This design comes from an exercise in tuning for small area on the open sky130 flow, not from production work. In this exercise RTL edits were held to simulation tests only and were not proved equivalent to the original. Power figures rest on the tool's default switching activity, not on a simulated workload.

// quad_spi_top
module quad_spi_top (
  hclk_i, hresetn_i, hsel_i, haddr_i, htrans_i, hwrite_i, hsize_i, hburst_i,
  hwdata_i, hrdata_o, hready_o, hresp_o,
  tx_fifo_space, rx_fifo_fill,
  qspi_clk_o, qspi_d_i, qspi_d_o, qspi_d_oe, qspi_cs_n_o
);
Settings: LEC_CHECK=0, CAP_MARGIN=20, CORE_MARGIN=2, CORE_UTILIZATION=60, CTS_BUF_LIST=sky130_fd_sc_hd__clkbuf_16, CTS_CLUSTER_DIAMETER=100, CTS_CLUSTER_SIZE=28, SLEW_MARGIN=20; clock period 10.0 ns.
run.sh (not shown) runs the stock make flow with config.mk's settings and CLKGATE_MAP_FILE= SYNTH_SCRIPT=/design/flow/synth_recipe.tcl, a recipe that flattens the netlist after the stock synthesis.
The baseline produced a clean layout.
Next try:
--- a/flow/design.v
+++ b/flow/design.v
@@ -426,15 +426,14 @@
     eo_instr <= 1'b0;
     addr_t   <= 8'h0;
     addr_l   <= 24'h0;
     eo_addr  <= 1'b0;
     eo_wr    <= 1'b0;
     eo_rd    <= 1'b0;
     tx_rd_n  <= 1'b1;
-    rx_d     <= 8'h00;
   end
   else if (rise) begin
     case (nst)
       IDLE: begin
         phase    <= 3'd0;
         cs_n_r   <= 1'b1;
         eo_instr <= 1'b0;
@@ -512,20 +511,14 @@
           else begin
             phase <= ph_dat;
             eo_rd <= 1'b0;
           end
         end
         else
           phase <= phase - 1'b1;
-        case (dmode)
-          2'b01: rx_d <= {rx_d[6:0], qspi_d_i[1]};
-          2'b10: rx_d <= {rx_d[5:0], qspi_d_i[1:0]};
-          2'b11: rx_d <= {rx_d[3:0], qspi_d_i[3:0]};
-          default: ;
-        endcase
       end
       default: ;
     endcase
   end
 end
 always @(posedge clk) begin
   if (rise) begin
@@ -543,14 +536,18 @@
       WR_DA, RD_DA:
         if (ph0 && !tz)
           tcnt <= tcnt - 1'b1;
       default: ;
     endcase
   end
 end
+always @(posedge clk) begin
+  if (rise && nst == RD_DA)
+    rx_d <= {rx_d[6:0], qspi_d_i[1]};
+end
 reg [7:0] obyte;
 reg [1:0] omode;
 reg [3:0] obits;
 always @(*) begin
   case (nst)
     INSTR:   begin obyte = instr;  omode = imode;  end
     ADDR:    begin obyte = addr_t; omode = admode; end
Clock skew came out higher by 9.4 ps.
Global-route usage is about the same.
Final cell count came out lower by about 1.8%.
Worst setup slack degrades by 160 ps.
Register-to-register slack loses 260 ps.
Total power falls by 3.8%.
Core utilization fell by 0.42 points.
Via count went down by 1.4%.
Routed wire length falls by about 0.3%.
Fmax falls by about 2.5%.
Combinational power fell by about 10%.

========
quad_spi_top with an RTL version that a note above also has.
For scale: roughly 0.027 mm^2 of cells after synthesis.
==> module qspi_ahb_slave_itf, before the edit <==
module qspi_ahb_slave_itf (
  clk, rst_n, hsel_i, haddr_i, htrans_i, hwrite_i, hsize_i, hburst_i,
  hready_o, hresp_o, hrdata_o,
  val_o, asel_o, rd_o, ben_o, rdata_i, ack_i
);
input         clk;
input         rst_n;
input         hsel_i;
input  [31:0] haddr_i;
input  [1:0]  htrans_i;
input         hwrite_i;
input  [2:0]  hsize_i;
input  [2:0]  hburst_i;
output        hready_o;
output [1:0]  hresp_o;
output [31:0] hrdata_o;
output        val_o;
output reg [2:0] asel_o;
output reg    rd_o;
output reg [3:0] ben_o;
input  [31:0] rdata_i;
input         ack_i;
reg        st_data;      
reg        st_err;       
reg        hr_ok;        
reg [31:0] hrdata_r;     
wire nseq  = (htrans_i == 2'b10);
wire seq   = (htrans_i == 2'b11);
wire legal = (hburst_i[2:1] == 2'b00) & ((hsize_i == 3'b000) | (hsize_i == 3'b001) | (hsize_i == 3'b010));
wire idle  = ~st_data & ~st_err;
wire start_ok  = idle & hsel_i & nseq & legal;
wire start_err = idle & hsel_i & (htrans_i[0] | (nseq & ~legal));
wire [13:0] aw = haddr_i[15:2];
wire [2:0]  asel_c = (aw == 14'h0000) ? 3'd0 :
                     (aw == 14'h0004) ? 3'd1 :
                     (aw == 14'h0005) ? 3'd2 :
                     (aw == 14'h0006) ? 3'd3 :
                     (aw == 14'h0008) ? 3'd4 : 3'd7;
wire [3:0]  ben_c  = (hsize_i == 3'b000) ? (4'b0001 << haddr_i[1:0]) :
                     (hsize_i == 3'b001) ? (haddr_i[1] ? 4'b1100 : 4'b0011) : 4'b1111;
assign val_o    = st_data;
assign hready_o = st_data ? ack_i : ~(idle & hsel_i & htrans_i[0]);
assign hresp_o  = {1'b0, start_err | st_err};
assign hrdata_o = (st_data & ack_i) ? rdata_i : (hr_ok ? hrdata_r : 32'h0);
always @(posedge clk or negedge rst_n) begin
  if (!rst_n) begin
    st_data  <= 1'b0;
    st_err   <= 1'b0;
    hr_ok    <= 1'b0;
    rd_o     <= 1'b0;
    asel_o   <= 3'd0;
    ben_o    <= 4'b0000;
  end
  else begin
    hr_ok    <= 1'b1;
    st_err   <= start_err;
    if (start_ok)
      st_data <= 1'b1;
    else if (st_data & ack_i & ~(hsel_i & seq))
      st_data <= 1'b0;
    if (start_ok)
      rd_o <= ~hwrite_i;
    if (start_ok | (st_data & seq)) begin
      asel_o <= asel_c;
      ben_o  <= ben_c;
    end
  end
end
always @(posedge clk)
  hrdata_r <= hrdata_o;
endmodule
clock: 10.0 ns
lec_check: 0
cap_margin: 0
core_margin: 2
core_utilization: 60
cts_buf_list: sky130_fd_sc_hd__clkbuf_16
cts_cluster_diameter: 100
cts_cluster_size: 28
slew_margin: 0
standard.sh (not shown) runs the stock make flow with config.mk's settings and CLKGATE_MAP_FILE= SYNTH_SCRIPT=/design/flow/synth_recipe.tcl, a recipe that flattens the netlist after the stock synthesis.
==> flow/flow/run.sh <==
#!/bin/bash
# The standard layout (the standard.sh: standard synthesis, floorplan,
# placement, CTS, routing), with the smallest buffer as the port buffer cell.
# Every input and output port still gets its own buffer.
set -euo pipefail
export BUFFER_PORTS_ARGS="-buffer_cell sky130_fd_sc_hd__buf_1"
bash standard.sh > standard.log 2>&1
Change:
--- a/flow/design.v
+++ b/flow/design.v
@@ -129,27 +129,26 @@
 always @(posedge clk or negedge rst_n) begin
   if (!rst_n) begin
     st_data  <= 1'b0;
     st_err   <= 1'b0;
     hr_ok    <= 1'b0;
-    rd_o     <= 1'b0;
-    asel_o   <= 3'd0;
-    ben_o    <= 4'b0000;
   end
   else begin
     hr_ok    <= 1'b1;
     st_err   <= start_err;
     if (start_ok)
       st_data <= 1'b1;
     else if (st_data & ack_i & ~(hsel_i & seq))
       st_data <= 1'b0;
-    if (start_ok)
-      rd_o <= ~hwrite_i;
-    if (start_ok | (st_data & seq)) begin
-      asel_o <= asel_c;
-      ben_o  <= ben_c;
-    end
+  end
+end
+always @(posedge clk) begin
+  if (start_ok)
+    rd_o <= ~hwrite_i;
+  if (start_ok | (st_data & seq)) begin
+    asel_o <= asel_c;
+    ben_o  <= ben_c;
   end
 end
 always @(posedge clk)
   hrdata_r <= hrdata_o;
 endmodule
Result: Setup slack loses 63 ps; total power is about the same; first-iteration DRC count went down by 15%; via count went down by 1.5%; routed wire length went down by 2.4%; final area barely changes; non-clock buffer count went up by 2; synthesized area barely changes.

-- what the ideal ports hide --
How much do the figures lean on ideal ports? The routed layouts below were timed once more, with nothing changed but the port constraints.
Step 1 sets driving cells, clkbuf_16 on the clock port and buf_2 on the other inputs (assumed; they add their load-dependent delay and slew).
Step 2 also shifts input and output timing later by t, the mid clock arrival at the registers, as if the neighbouring blocks saw the same clock.
a / b / c = ideal / step 1 / step 2; a / b = the first two.
run	t (ns)	setup WS [ns]	worst register clock-pin slew, ns	worst data-port slew with drivers (ns)
the first run of note 1	0.648	3.714 / 3.691 / 3.691	0.11 / 0.11	0.07
the second run of note 1	0.645	3.551 / 3.524 / 3.524	0.12 / 0.12	0.05
the first run of note 2	0.643	4.294 / 4.274 / 4.274	0.11 / 0.11	0.05
the second run of note 2	0.655	4.231 / 4.210 / 4.210	0.11 / 0.11	0.06
After both steps setup and hold are still met in every run listed. For the second run of note 1, which loses most, drivers alone change the setup slack by -0.027 ns; drivers and shift together by -0.027 ns.
